From an optimization exercise on the open Yosys and OpenROAD flow, aimed at small area, a short achievable clock period and few clock cycles; shortcuts taken in it are not production practice.
Function was checked by simulation only, so behaviour that the tests miss may differ from the original.
Power and IR drop assume default switching activity.

==> inputs of v17 <==
==> flow/design.v <==
module regfile (
    input clk,
    input clr,
    input we,
    input [4:0] rd,
    input [31:0] wdata,
    input [4:0] rs1,
    input [4:0] rs2,
    output [31:0] rv1,
    output [31:0] rv2
);
    reg [31:0] bank [1:31];
    wire [31:0] wd = clr ? 32'd0 : wdata;
    integer i;
    always @(posedge clk)
        for (i = 1; i < 32; i = i + 1)
            if (clr | (we & (rd == i)))
                bank[i] <= wd;
    wire       f1 = we & (rd == rs1) & (rd != 5'd0);
    wire       f2 = we & (rd == rs2) & (rd != 5'd0);
    wire [7:0] lo1, lo2;
    wire [4:0] hi1, hi2;               
    genvar g, b;
    generate
        for (g = 0; g < 8; g = g + 1) begin : dlo
            assign lo1[g] = (rs1[2:0] == g);
            assign lo2[g] = (rs2[2:0] == g);
        end
        for (g = 0; g < 4; g = g + 1) begin : dhi
            assign hi1[g] = (rs1[4:3] == g) & ~f1;
            assign hi2[g] = (rs2[4:3] == g) & ~f2;
        end
    endgenerate
    assign hi1[4] = f1;
    assign hi2[4] = f2;
    generate
        for (b = 0; b < 32; b = b + 1) begin : bits
            wire [3:0] g1, g2;
            rgrp7 _a1 (.d({bank[7][b], bank[6][b], bank[5][b], bank[4][b], bank[3][b], bank[2][b], bank[1][b]}),
                       .s(lo1[7:1]), .y(g1[0]));
            rgrp7 _a2 (.d({bank[7][b], bank[6][b], bank[5][b], bank[4][b], bank[3][b], bank[2][b], bank[1][b]}),
                       .s(lo2[7:1]), .y(g2[0]));
            for (g = 1; g < 4; g = g + 1) begin : grp
                wire [7:0] d = {bank[8*g+7][b], bank[8*g+6][b], bank[8*g+5][b], bank[8*g+4][b],
                                bank[8*g+3][b], bank[8*g+2][b], bank[8*g+1][b], bank[8*g][b]};
                rgrp8 _b1 (.d(d), .s(lo1), .y(g1[g]));
                rgrp8 _b2 (.d(d), .s(lo2), .y(g2[g]));
            end
            rfin _f1 (.d({wdata[b], g1}), .s(hi1), .y(rv1[b]));
            rfin _f2 (.d({wdata[b], g2}), .s(hi2), .y(rv2[b]));
        end
    endgenerate
endmodule
module rgrp8 (input [7:0] d, input [7:0] s, output y);
    assign y = |(d & s);
endmodule
module rgrp7 (input [6:0] d, input [6:0] s, output y);
    assign y = |(d & s);
endmodule
module rfin (input [4:0] d, input [4:0] s, output y);
    assign y = |(d & s);
endmodule
module cpu (
    input clk,
    input reset,
    output [31:0] iaddr,
    input [31:0] idata,
    output [31:0] daddr,
    input [31:0] drdata,
    output [31:0] dwdata,
    output [3:0] dwe
);
    reg  [31:0] pc_f;                  
    reg  [31:0] a_e, b_e;              
    reg  [11:0] x_e;                   
    reg  [4:0]  rd_e;
    reg  [2:0]  f3_e;
    reg  [3:0]  be_e;                  
    reg         wen_e;                 
    reg         cin_e, sra_e;        
    reg         clr;                 
    reg         go_e;                
    reg         jalr_e, br_e;
    reg         c12_e, s12_e;        
    reg         eq_e, lt_e, ltu_e;   
    reg         o_add, o_sll, o_slt, o_sltu, o_xor, o_sr, o_or, o_and;    
    reg         r_b;                                     
    reg  [3:0]  r_l;                                     
    reg         r_m0, r_m1;                              
    reg         r_w;                                     
    reg  [3:0]  r_sb;                                    
    reg  [3:0]  r_sh;                                    
    wire [19:0] a_inc, a_dec;
    incdec20 _incdec (.a(a_e[31:12]), .inc(a_inc), .dec(a_dec));
    wire        d_inc = c12_e & ~s12_e;
    wire        d_dec = ~c12_e & s12_e;
    reg         cond;
    always @(*) begin
        case (f3_e)
            3'b000:  cond = eq_e;
            3'b001:  cond = ~eq_e;
            3'b100:  cond = lt_e;
            3'b101:  cond = ~lt_e;
            3'b110:  cond = ltu_e;
            3'b111:  cond = ~ltu_e;
            default: cond = 1'b0;
        endcase
    end
    wire        ia_x    = jalr_e | (br_e & cond);           
    wire        ia_pc   = go_e & ~ia_x;
    wire        ia_inc  = jalr_e & d_inc;
    wire        ia_dec  = jalr_e & d_dec;
    wire        ia_keep = (br_e & cond) | (jalr_e & ~d_inc & ~d_dec);
    wire [31:0] pc;                    
    assign pc[31:12] = ({20{ia_inc}} & a_inc) | ({20{ia_dec}} & a_dec) |
                       ({20{ia_keep}} & a_e[31:12]) | ({20{ia_pc}} & pc_f[31:12]);
    assign pc[11:0]  = ({12{ia_x}} & x_e) | ({12{ia_pc}} & pc_f[11:0]);
    assign iaddr = pc;
    wire [4:0] rs1 = idata[19:15];
    wire [4:0] rs2 = idata[24:20];
    wire [2:0] f3  = idata[14:12];
    wire [4:0] opc   = idata[6:2];
    wire d_lui   = opc == 5'b01101;
    wire d_auipc = opc == 5'b00101;
    wire d_jal   = opc == 5'b11011;
    wire d_jalr  = opc == 5'b11001;
    wire d_br    = opc == 5'b11000;
    wire d_load  = opc == 5'b00000;
    wire d_store = opc == 5'b01000;
    wire d_opimm = opc == 5'b00100;
    wire d_op    = opc == 5'b01100;
    wire d_wen   = (d_lui | d_auipc | d_jal | d_jalr | d_load | d_opimm | d_op) & (idata[11:7] != 5'd0);
    wire d_pass  = d_lui | d_auipc | d_jal | d_jalr;
    wire [31:0] imm_i = {{20{idata[31]}}, idata[31:20]};
    wire [31:0] imm_s = {{20{idata[31]}}, idata[31:25], idata[11:7]};
    wire [31:0] imm_u = {idata[31:12], 12'b0};
    wire [31:0] imm_j = {{12{idata[31]}}, idata[19:12], idata[20], idata[30:21], 1'b0};
    wire [31:0] imm_b = {{20{idata[31]}}, idata[7], idata[30:25], idata[11:8], 1'b0};
    wire [31:0] imm_f = ~opc[4] ? imm_u : (opc[1] ? imm_j : imm_b);    
    wire [31:0] res_e;
    wire [31:0] opa, opb;
    regfile _regfile (
        .clk(clk), .clr(clr),
        .we(wen_e), .rd(rd_e), .wdata(res_e),
        .rs1(rs1), .rs2(rs2), .rv1(opa), .rv2(opb)
    );
    wire [31:0] pc4, fsum;
    inc30 _pc4 (.a(pc[31:2]), .y(pc4[31:2]));
    assign pc4[1:0] = pc[1:0];
    add32 _fsum (.a(pc), .b(imm_f), .y(fsum));                
    wire [11:0] imm12 = d_store ? imm_s[11:0] : imm_i[11:0];
    wire [12:0] lsum;                                         
    add12 _lsum (.a(opa[11:0]), .b(imm12), .y(lsum));
    wire [1:0]  lo2 = lsum[1:0];
    wire eq, lt, ltu;
    cmp32 _cmp (.a(opa), .b(opb), .eq(eq), .lt(lt), .ltu(ltu));
    wire d_sub = (d_op & idata[30] & (f3 == 3'b000)) | ((d_op | d_opimm) & (f3[2:1] == 2'b01));   
    wire d_alu = d_op | d_opimm;
    wire d_sll = d_alu & (f3 == 3'b001);
    reg  [31:0] opa_rev;
    integer m;
    always @(*) for (m = 0; m < 32; m = m + 1) opa_rev[m] = opa[31 - m];
    reg [3:0] be;
    always @(*) begin
        case (f3)
            3'b000:  be = 4'b0001 << lo2;
            3'b001:  be = lo2[0] ? 4'b0000 : (lo2[1] ? 4'b1100 : 4'b0011);
            3'b010:  be = (lo2 == 2'b00) ? 4'b1111 : 4'b0000;
            default: be = 4'b0000;
        endcase
    end
    wire [31:0] sdata = {f3[1] ? opb[31:24] : f3[0] ? opb[15:8] : opb[7:0],
                         f3[1] ? opb[23:16] : opb[7:0],
                         (f3[1] | f3[0]) ? opb[15:8] : opb[7:0],
                         opb[7:0]};
    wire ld_b  = d_load & (f3[1:0] == 2'b00);                  
    wire ld_h  = d_load & (f3[1:0] == 2'b01) & ~lo2[0];        
    wire ld_w  = d_load & (f3 == 3'b010) & (lo2 == 2'b00);     
    wire ld_s  = ~f3[2];                                       
    wire [3:0] lane = 4'b0001 << lo2;
    always @(posedge clk) begin
        clr     <= reset;
        pc_f    <= d_jal ? fsum : pc4;
        x_e     <= d_br ? fsum[11:0] : {lsum[11:1], lsum[0] & ~d_jalr};
        a_e     <= d_br ? fsum : d_sll ? opa_rev : opa;    
        b_e     <= d_store ? sdata :
                   d_op    ? (opb ^ {32{d_sub}}) :
                   (d_jal | d_jalr) ? pc4 :
                   d_lui   ? imm_u :
                   d_auipc ? fsum : (imm_i ^ {32{d_sub}});
        be_e    <= (d_store & ~reset) ? be : 4'b0000;
        rd_e    <= idata[11:7];
        f3_e    <= f3;
        wen_e   <= d_wen & ~reset;
        cin_e   <= d_sub;
        sra_e   <= idata[30];
        o_add   <= d_alu & (f3 == 3'b000);
        o_sll   <= d_alu & (f3 == 3'b001);
        o_slt   <= d_alu & (f3 == 3'b010);
        o_sltu  <= d_alu & (f3 == 3'b011);
        o_xor   <= d_alu & (f3 == 3'b100);
        o_sr    <= d_alu & (f3 == 3'b101);
        o_or    <= d_alu & (f3 == 3'b110);
        o_and   <= d_alu & (f3 == 3'b111);
        go_e    <= ~reset;             
        jalr_e  <= d_jalr & ~reset;
        br_e    <= d_br & ~reset;
        c12_e   <= lsum[12];
        s12_e   <= imm12[11] & ~d_br;
        eq_e    <= eq;
        lt_e    <= lt;
        ltu_e   <= ltu;
        r_b     <= d_pass;
        r_l     <= {4{ld_b}} & lane | {3'b000, ld_h & ~lo2[1] | ld_w} | {1'b0, ld_h & lo2[1], 2'b00};
        r_m0    <= (ld_h & ~lo2[1]) | ld_w;
        r_m1    <= ld_h & lo2[1];
        r_w     <= ld_w;
        r_sb    <= {4{ld_b & ld_s}} & lane;
        r_sh    <= ({4{ld_b & ld_s}} & lane) | {ld_h & ld_s & lo2[1], 1'b0, ld_h & ld_s & ~lo2[1], 1'b0};
    end
    wire [32:0] s33;
    add33 _add (.a(a_e), .b(b_e), .cin(cin_e), .y(s33));
    wire        altu = ~s33[32];
    wire        alt  = (a_e[31] == b_e[31]) ? a_e[31] : s33[31];
    wire [31:0] sr;
    shr32 _shr (.a(a_e), .fill(sra_e & ~o_sll & a_e[31]), .sh(b_e[4:0]), .y(sr));
    reg  [31:0] rr;
    integer k;
    always @(*) for (k = 0; k < 32; k = k + 1) rr[k] = sr[31 - k];
    wire [31:0] alu_out = ({32{o_add}} & s33[31:0]) | ({32{o_sll}} & rr) | ({32{o_sr}} & sr) |
                          {31'd0, (o_slt & alt) | (o_sltu & altu)} |
                          ({32{o_xor}} & (a_e ^ b_e)) | ({32{o_or}} & (a_e | b_e)) |
                          ({32{o_and}} & (a_e & b_e));
    wire [7:0] lbyte = ({8{r_l[0]}} & drdata[7:0])   | ({8{r_l[1]}} & drdata[15:8]) |
                       ({8{r_l[2]}} & drdata[23:16]) | ({8{r_l[3]}} & drdata[31:24]);
    wire       sgnb  = (r_sb[0] & drdata[7]) | (r_sb[1] & drdata[15]) |
                       (r_sb[2] & drdata[23]) | (r_sb[3] & drdata[31]);
    wire       sgnh  = (r_sh[0] & drdata[7]) | (r_sh[1] & drdata[15]) |
                       (r_sh[2] & drdata[23]) | (r_sh[3] & drdata[31]);
    wire [31:0] ldata = {({16{r_w}} & drdata[31:16]) | {16{sgnh}},
                         ({8{r_m0}} & drdata[15:8]) | ({8{r_m1}} & drdata[31:24]) | {8{sgnb}},
                         lbyte};
    assign res_e  = ldata | ({32{r_b}} & b_e) | alu_out;
    assign daddr  = {({20{d_inc}} & a_inc) | ({20{d_dec}} & a_dec) | ({20{~d_inc & ~d_dec}} & a_e[31:12]),
                     x_e[11:2], 2'b00};
    assign dwe    = be_e & {4{~reset}};
    assign dwdata = b_e;
endmodule
module add12 (input [11:0] a, input [11:0] b, output [12:0] y);
    assign y = {1'b0, a} + {1'b0, b};
endmodule
module add32 (input [31:0] a, input [31:0] b, output [31:0] y);
    assign y = a + b;
endmodule
module inc30 (input [29:0] a, output [29:0] y);
    assign y = a + 30'd1;
endmodule
module incdec20 (input [19:0] a, output [19:0] inc, output [19:0] dec);
    assign inc = a + 20'd1;
    assign dec = a - 20'd1;
endmodule
module add33 (input [31:0] a, input [31:0] b, input cin, output [32:0] y);
    assign y = {1'b0, a} + {1'b0, b} + {32'd0, cin};
endmodule
module shr32 (input [31:0] a, input fill, input [4:0] sh, output [31:0] y);
    integer k;
    wire [63:0] x0 = {{32{fill}}, a};
    reg  [34:0] x1;
    reg  [31:0] x2;
    always @(*) begin
        for (k = 0; k < 35; k = k + 1)
            case (sh[1:0])
                2'd0: x1[k] = x0[k];
                2'd1: x1[k] = x0[k + 1];
                2'd2: x1[k] = x0[k + 2];
                default: x1[k] = x0[k + 3];
            endcase
    end
    wire [63:0] x1e = {{29{fill}}, x1};
    always @(*) begin
        for (k = 0; k < 32; k = k + 1)
            case (sh[3:2])
                2'd0: x2[k] = x1e[k];
                2'd1: x2[k] = x1e[k + 4];
                2'd2: x2[k] = x1e[k + 8];
                default: x2[k] = x1e[k + 12];
            endcase
    end
    wire [47:0] x2e = {{16{fill}}, x2};
    assign y = sh[4] ? x2e[47:16] : x2;
endmodule
module cmp32 (input [31:0] a, input [31:0] b, output eq, output lt, output ltu);
    assign eq  = (a == b);
    assign ltu = (a < b);
    assign lt  = (a[31] ^ b[31]) ? a[31] : ltu;
endmodule
==> flow/flow/run.sh <==
#!/bin/bash
# The standard layout (the standard.sh: standard synthesis, floorplan,
# placement, CTS, routing), with two changes to how it is made:
#  - the port buffers are buf_4 cells instead of the default delay-cell
#    buffers, which the timing repair cannot resize;
#  - the timing repair aims for a setup margin of 5.8 ns.
# The clock, the constraints and the synthesis are the standard flow's own.
set -euo pipefail
bash standard.sh SETUP_SLACK_MARGIN=5.8 "BUFFER_PORTS_ARGS=-buffer_cell sky130_fd_sc_hd__buf_4" finish > standard_flow.log 2>&1
==> flow/standard.sh <==
#!/bin/bash
# synth_recipe.tcl (not shown) runs the flow's synth.tcl, then flattens the netlist and writes it again
# the make line also repeats each setting of config.mk as NAME=value (left out here)
make -C /OpenROAD-flow-scripts/flow DESIGN_CONFIG=/design/flow/config.mk WORK_HOME=/design/flow/orfs CLKGATE_MAP_FILE= SYNTH_SCRIPT=/design/flow/synth_recipe.tcl "${@:-finish}"
==> flow/config.mk <==
export PLATFORM = sky130hd
export DESIGN_NAME = cpu
export DESIGN_NICKNAME = cpu
export VERILOG_FILES = /design/flow/design.v
export SDC_FILE = /design/flow/constraint.sdc
export NUM_CORES = 4
export LEC_CHECK = 0
export CAP_MARGIN = 20
export CORE_MARGIN = 2
export CORE_UTILIZATION = 62
export CTS_CLUSTER_DIAMETER = 100
export CTS_CLUSTER_SIZE = 30
export PLACE_DENSITY = 0.8
export SETUP_SLACK_MARGIN = 5
export SLEW_MARGIN = 20
export SYNTH_HIERARCHICAL = 1
export SYNTH_MINIMUM_KEEP_SIZE = 0
export TNS_END_PERCENT = 5
==> flow/constraint.sdc <==
create_clock -name core_clock -period 10.5 [get_ports {clk}]
set_input_delay 2.1000 -clock core_clock [delete_from_list [all_inputs] [get_ports {clk}]]
set_output_delay 2.1000 -clock core_clock [all_outputs]
set_load 0.01 [all_outputs]
==> inputs of v38, as changes to v17 <==
==> flow/design.v, changed modules only <==
module regfile (
    input clk,
    input clr,
    input we,
    input [4:0] rd,
    input [31:0] wdata,
    input [31:0] fslow,                
    input [31:0] ffast,
    input fast,
    input [4:0] rs1,
    input [4:0] rs2,
    output [31:0] rv1,
    output [31:0] rv2
);
    reg [31:0] bank [1:31];
    wire [31:0] wd = clr ? 32'd0 : wdata;
    integer i;
    always @(posedge clk)
        for (i = 1; i < 32; i = i + 1)
            if (clr | (we & (rd == i)))
                bank[i] <= wd;
    wire       f1 = we & (rd == rs1) & (rd != 5'd0);
    wire       f2 = we & (rd == rs2) & (rd != 5'd0);
    wire [7:0] lo1 [0:3];
    wire [7:0] lo2 [0:3];
    wire [5:0] hi1 [0:3];              
    wire [5:0] hi2 [0:3];
    genvar g, b;
    generate
        for (g = 0; g < 4; g = g + 1) begin : dec
            rdec3 _l1 (.a(rs1[2:0]), .y(lo1[g]));
            rdec3 _l2 (.a(rs2[2:0]), .y(lo2[g]));
            rdec2 _h1 (.a(rs1[4:3]), .f(f1), .fast(fast), .y(hi1[g]));
            rdec2 _h2 (.a(rs2[4:3]), .f(f2), .fast(fast), .y(hi2[g]));
        end
    endgenerate
    generate
        for (b = 0; b < 32; b = b + 1) begin : bits
            wire [3:0] g1, g2;
            wire [7:0] s1 = lo1[b / 8];
            wire [7:0] s2 = lo2[b / 8];
            rgrp7 _a1 (.d({bank[7][b], bank[6][b], bank[5][b], bank[4][b], bank[3][b], bank[2][b], bank[1][b]}),
                       .s(s1[7:1]), .y(g1[0]));
            rgrp7 _a2 (.d({bank[7][b], bank[6][b], bank[5][b], bank[4][b], bank[3][b], bank[2][b], bank[1][b]}),
                       .s(s2[7:1]), .y(g2[0]));
            for (g = 1; g < 4; g = g + 1) begin : grp
                wire [7:0] d = {bank[8*g+7][b], bank[8*g+6][b], bank[8*g+5][b], bank[8*g+4][b],
                                bank[8*g+3][b], bank[8*g+2][b], bank[8*g+1][b], bank[8*g][b]};
                rgrp8 _b1 (.d(d), .s(s1), .y(g1[g]));
                rgrp8 _b2 (.d(d), .s(s2), .y(g2[g]));
            end
            rfin _f1 (.d({ffast[b], fslow[b], g1}), .s(hi1[b / 8]), .y(rv1[b]));
            rfin _f2 (.d({ffast[b], fslow[b], g2}), .s(hi2[b / 8]), .y(rv2[b]));
        end
    endgenerate
endmodule
module rfin (input [5:0] d, input [5:0] s, output y);
    assign y = |(d & s);
endmodule
module rdec3 (input [2:0] a, output [7:0] y);
    assign y = 8'b1 << a;
endmodule
module rdec2 (input [1:0] a, input f, input fast, output [5:0] y);
    assign y = {f & fast, f, (4'b1 << a) & {4{~f}}};
endmodule
module cpu (
    input clk,
    input reset,
    output [31:0] iaddr,
    input [31:0] idata,
    output [31:0] daddr,
    input [31:0] drdata,
    output [31:0] dwdata,
    output [3:0] dwe
);
    reg  [31:0] pc_f;                  
    reg  [31:0] a_e, b_e;              
    reg  [11:0] x_e;                   
    reg  [4:0]  rd_e;
    reg  [2:0]  f3_e;
    reg  [3:0]  be_e;                  
    reg         wen_e;                 
    reg         cin_e, sra_e;        
    reg         clr;                 
    reg         go_e;                
    reg         jalr_e, br_e;
    reg         c12_e, s12_e;        
    reg         eq_e, lt_e, ltu_e;   
    reg         o_add, o_sll, o_slt, o_sltu, o_xor, o_sr, o_or, o_and;    
    reg         r_b;                                     
    reg  [3:0]  r_l;                                     
    reg         r_m0, r_m1;                              
    reg         r_w;                                     
    reg  [3:0]  r_sb;                                    
    reg  [3:0]  r_sh;                                    
    wire [19:0] a_inc, a_dec;
    incdec20 _incdec (.a(a_e[31:12]), .inc(a_inc), .dec(a_dec));
    wire        d_inc = c12_e & ~s12_e;
    wire        d_dec = ~c12_e & s12_e;
    reg         cond;
    always @(*) begin
        case (f3_e)
            3'b000:  cond = eq_e;
            3'b001:  cond = ~eq_e;
            3'b100:  cond = lt_e;
            3'b101:  cond = ~lt_e;
            3'b110:  cond = ltu_e;
            3'b111:  cond = ~ltu_e;
            default: cond = 1'b0;
        endcase
    end
    wire        ia_x    = jalr_e | (br_e & cond);           
    wire        ia_pc   = go_e & ~ia_x;
    wire        ia_inc  = ia_x & d_inc;
    wire        ia_dec  = ia_x & d_dec;
    wire        ia_keep = ia_x & ~d_inc & ~d_dec;
    wire [31:0] pc;                    
    assign pc[31:12] = ({20{ia_inc}} & a_inc) | ({20{ia_dec}} & a_dec) |
                       ({20{ia_keep}} & a_e[31:12]) | ({20{ia_pc}} & pc_f[31:12]);
    assign pc[11:0]  = ({12{ia_x}} & x_e) | ({12{ia_pc}} & pc_f[11:0]);
    assign iaddr = pc;
    wire [4:0] rs1 = idata[19:15];
    wire [4:0] rs2 = idata[24:20];
    wire [2:0] f3  = idata[14:12];
    wire [4:0] opc   = idata[6:2];
    wire d_lui   = opc == 5'b01101;
    wire d_auipc = opc == 5'b00101;
    wire d_jal   = opc == 5'b11011;
    wire d_jalr  = opc == 5'b11001;
    wire d_br    = opc == 5'b11000;
    wire d_load  = opc == 5'b00000;
    wire d_store = opc == 5'b01000;
    wire d_opimm = opc == 5'b00100;
    wire d_op    = opc == 5'b01100;
    wire d_wen   = (d_lui | d_auipc | d_jal | d_jalr | d_load | d_opimm | d_op) & (idata[11:7] != 5'd0);
    wire d_pass  = d_lui | d_auipc | d_jal | d_jalr;
    wire [31:0] imm_i = {{20{idata[31]}}, idata[31:20]};
    wire [31:0] imm_s = {{20{idata[31]}}, idata[31:25], idata[11:7]};
    wire [31:0] imm_u = {idata[31:12], 12'b0};
    wire [31:0] imm_j = {{12{idata[31]}}, idata[19:12], idata[20], idata[30:21], 1'b0};
    wire [31:0] imm_b = {{20{idata[31]}}, idata[7], idata[30:25], idata[11:8], 1'b0};
    wire [31:0] res_e, res_slow;
    wire [32:0] s33;
    wire [31:0] opa, opb;
    regfile _regfile (
        .clk(clk), .clr(clr),
        .we(wen_e), .rd(rd_e), .wdata(res_e),
        .fslow(res_slow), .ffast(s33[31:0]), .fast(o_add),
        .rs1(rs1), .rs2(rs2), .rv1(opa), .rv2(opb)
    );
    wire [31:0] pc4, fsum;
    inc30 _pc4 (.a(pc[31:2]), .y(pc4[31:2]));
    assign pc4[1:0] = pc[1:0];
    add32 _fsum (.a(pc), .b(imm_j), .y(fsum));                
    wire [12:0] bsum;                                         
    add12 _bsum (.a(pc[11:0]), .b(imm_b[11:0]), .y(bsum));
    wire [11:0] imm12 = d_store ? imm_s[11:0] : imm_i[11:0];    
    wire [12:0] lsum;                                         
    add12 _lsum (.a(opa[11:0]), .b(imm12), .y(lsum));
    wire [1:0]  lo2 = lsum[1:0];
    wire eq, lt, ltu;
    cmp32 _cmp (.a(opa), .b(opb), .eq(eq), .lt(lt), .ltu(ltu));
    wire d_sub = (d_op & idata[30] & (f3 == 3'b000)) | ((d_op | d_opimm) & (f3[2:1] == 2'b01));   
    wire d_alu = d_op | d_opimm;
    wire d_sll = d_alu & (f3 == 3'b001);
    reg  [31:0] opa_rev;
    integer m;
    always @(*) for (m = 0; m < 32; m = m + 1) opa_rev[m] = opa[31 - m];
    reg [3:0] be;
    always @(*) begin
        case (f3)
            3'b000:  be = 4'b0001 << lo2;
            3'b001:  be = lo2[0] ? 4'b0000 : (lo2[1] ? 4'b1100 : 4'b0011);
            3'b010:  be = (lo2 == 2'b00) ? 4'b1111 : 4'b0000;
            default: be = 4'b0000;
        endcase
    end
    wire ld_b  = d_load & (f3[1:0] == 2'b00);                  
    wire ld_h  = d_load & (f3[1:0] == 2'b01) & ~lo2[0];        
    wire ld_w  = d_load & (f3 == 3'b010) & (lo2 == 2'b00);     
    wire ld_s  = ~f3[2];                                       
    wire [3:0] lane = 4'b0001 << lo2;
    always @(posedge clk) begin
        clr     <= reset;
        pc_f    <= d_jal ? fsum : pc4;
        x_e     <= d_br ? bsum[11:0] : {lsum[11:1], lsum[0] & ~d_jalr};
        a_e     <= (d_br | d_auipc) ? pc : d_sll ? opa_rev : opa;    
        b_e     <= (d_store | d_op) ? (opb ^ {32{d_sub}}) :
                   (d_jal | d_jalr) ? pc4 :
                   (d_lui | d_auipc) ? imm_u : (imm_i ^ {32{d_sub}});
        be_e    <= (d_store & ~reset) ? be : 4'b0000;
        rd_e    <= idata[11:7];
        f3_e    <= f3;
        wen_e   <= d_wen & ~reset;
        cin_e   <= d_sub;
        sra_e   <= idata[30];
        o_add   <= (d_alu & (f3 == 3'b000)) | d_auipc;
        o_sll   <= d_alu & (f3 == 3'b001);
        o_slt   <= d_alu & (f3 == 3'b010);
        o_sltu  <= d_alu & (f3 == 3'b011);
        o_xor   <= d_alu & (f3 == 3'b100);
        o_sr    <= d_alu & (f3 == 3'b101);
        o_or    <= d_alu & (f3 == 3'b110);
        o_and   <= d_alu & (f3 == 3'b111);
        go_e    <= ~reset;             
        jalr_e  <= d_jalr & ~reset;
        br_e    <= d_br & ~reset;
        c12_e   <= d_br ? bsum[12] : lsum[12];
        s12_e   <= d_br ? imm_b[12] : imm12[11];
        eq_e    <= eq;
        lt_e    <= lt;
        ltu_e   <= ltu;
        r_b     <= d_pass & ~d_auipc;
        r_l     <= {4{ld_b}} & lane | {3'b000, ld_h & ~lo2[1] | ld_w} | {1'b0, ld_h & lo2[1], 2'b00};
        r_m0    <= (ld_h & ~lo2[1]) | ld_w;
        r_m1    <= ld_h & lo2[1];
        r_w     <= ld_w;
        r_sb    <= {4{ld_b & ld_s}} & lane;
        r_sh    <= ({4{ld_b & ld_s}} & lane) | {ld_h & ld_s & lo2[1], 1'b0, ld_h & ld_s & ~lo2[1], 1'b0};
    end
    add33 _add (.a(a_e), .b(b_e), .cin(cin_e), .y(s33));
    wire        altu = ~s33[32];
    wire        alt  = (a_e[31] == b_e[31]) ? a_e[31] : s33[31];
    wire [31:0] sr;
    shr32 _shr (.a(a_e), .fill(sra_e & ~o_sll & a_e[31]), .sh(b_e[4:0]), .y(sr));
    reg  [31:0] rr;
    integer k;
    always @(*) for (k = 0; k < 32; k = k + 1) rr[k] = sr[31 - k];
    wire [31:0] alu_out;    
    assign alu_out = ({32{o_sll}} & rr) | ({32{o_sr}} & sr) |
                          {31'd0, (o_slt & alt) | (o_sltu & altu)} |
                          ({32{o_xor}} & (a_e ^ b_e)) | ({32{o_or}} & (a_e | b_e)) |
                          ({32{o_and}} & (a_e & b_e));
    wire [7:0] lbyte = ({8{r_l[0]}} & drdata[7:0])   | ({8{r_l[1]}} & drdata[15:8]) |
                       ({8{r_l[2]}} & drdata[23:16]) | ({8{r_l[3]}} & drdata[31:24]);
    wire       sgnb  = (r_sb[0] & drdata[7]) | (r_sb[1] & drdata[15]) |
                       (r_sb[2] & drdata[23]) | (r_sb[3] & drdata[31]);
    wire       sgnh  = (r_sh[0] & drdata[7]) | (r_sh[1] & drdata[15]) |
                       (r_sh[2] & drdata[23]) | (r_sh[3] & drdata[31]);
    wire [31:0] ldata = {({16{r_w}} & drdata[31:16]) | {16{sgnh}},
                         ({8{r_m0}} & drdata[15:8]) | ({8{r_m1}} & drdata[31:24]) | {8{sgnb}},
                         lbyte};
    assign res_slow = ldata | ({32{r_b}} & b_e) | alu_out;
    assign res_e    = res_slow | ({32{o_add}} & s33[31:0]);
    assign daddr  = {({20{d_inc}} & a_inc) | ({20{d_dec}} & a_dec) | ({20{~d_inc & ~d_dec}} & a_e[31:12]),
                     x_e[11:2], 2'b00};
    assign dwe    = be_e & {4{~reset}};
    assign dwdata = {f3_e[1] ? b_e[31:24] : f3_e[0] ? b_e[15:8] : b_e[7:0],
                     f3_e[1] ? b_e[23:16] : b_e[7:0],
                     (f3_e[1] | f3_e[0]) ? b_e[15:8] : b_e[7:0],
                     b_e[7:0]};
endmodule
CORE_UTILIZATION = 45   (was 62)
CTS_CLUSTER_DIAMETER = 80   (was 100)
PLACE_DENSITY = 0.6   (was 0.8)
==> qor summary <==
                                                                          v17         v38
Outcome                                              timing/DRC/antenna clean  timing/DRC/antenna clean
Comb. pwr                                                           0.00280 W   0.00294 W
Buffer share of cell area                                               5.73%       6.56%
Sequential cell area in the final layout                            32900 um2   32900 um2
Post-Place Setup Slack                                                3.63 ns     3.57 ns
Per-cell via count in the routed design                                  8.15        7.40
Maximum number of pins on one net before global-route repair              129          71
Overall die area                                                   100000 um2  140000 um2
Detailed Route WL                                                      244 mm      273 mm
Post-DP HPWL                                                           141 mm      165 mm
Global-route wire length before repair                                 344 mm      381 mm
Fraction of post-synthesis cell area in the top cell type by area       49.1%       48.2%
Router iterations before antenna repair                                    14          10
DP Cell Count                                                            6456        7081
Overall via count from detail_route                                     54200       54600
Critical path buffer and inverter count                                     2           4
Cell count along the critical path                                         14          18
Fin nets                                                                 5605        5812
Post-layout utilization of the core                                     70.6%       53.3%
Data required time at the worst endpoint                             11.08 ns    11.11 ns
Static leakage power                                                  24.7 nW     26.6 nW
Testbench counts of v17, summed over its fixed seeds: cycles 115,251.
Testbench counts of v38, summed over its fixed seeds: cycles 115,251.

## what the ideal ports hide
In the flow no input, the clock included, has a driving cell. The finished layouts below were timed again as built, in two steps. Step 1 (the two cells are an assumption about what drives the block):
set clk [get_ports {clk}]
set_driving_cell -lib_cell sky130_fd_sc_hd__clkbuf_16 $clk
set_driving_cell -lib_cell sky130_fd_sc_hd__buf_2 [delete_from_list [all_inputs] $clk]
Step 2 adds t to the input delays and takes it off the output delays; t is the mean of the earliest and latest rising clock arrival at the registers after step 1. Input paths then give back, and output paths get back, about the clock's delay inside the block. a / b / c = ideal / step 1 / step 2; a / b = the first two.
| run | t (ns) | setup WS [ns] | worst setup path after step 2 | latest minus earliest clock arrival (ns) |
|---|---|---|---|---|
| v17 | 0.758 | 5.131 / 5.141 / 4.413 | input to register | 0.035 / 0.035 |
| v38 | 0.815 | 5.419 / 5.258 / 4.443 | input to register | 0.092 / 0.092 |
After both steps every run listed still meets setup and hold. For v38, which loses most, drivers alone change the setup slack by -0.161 ns; drivers and shift together by -0.976 ns.
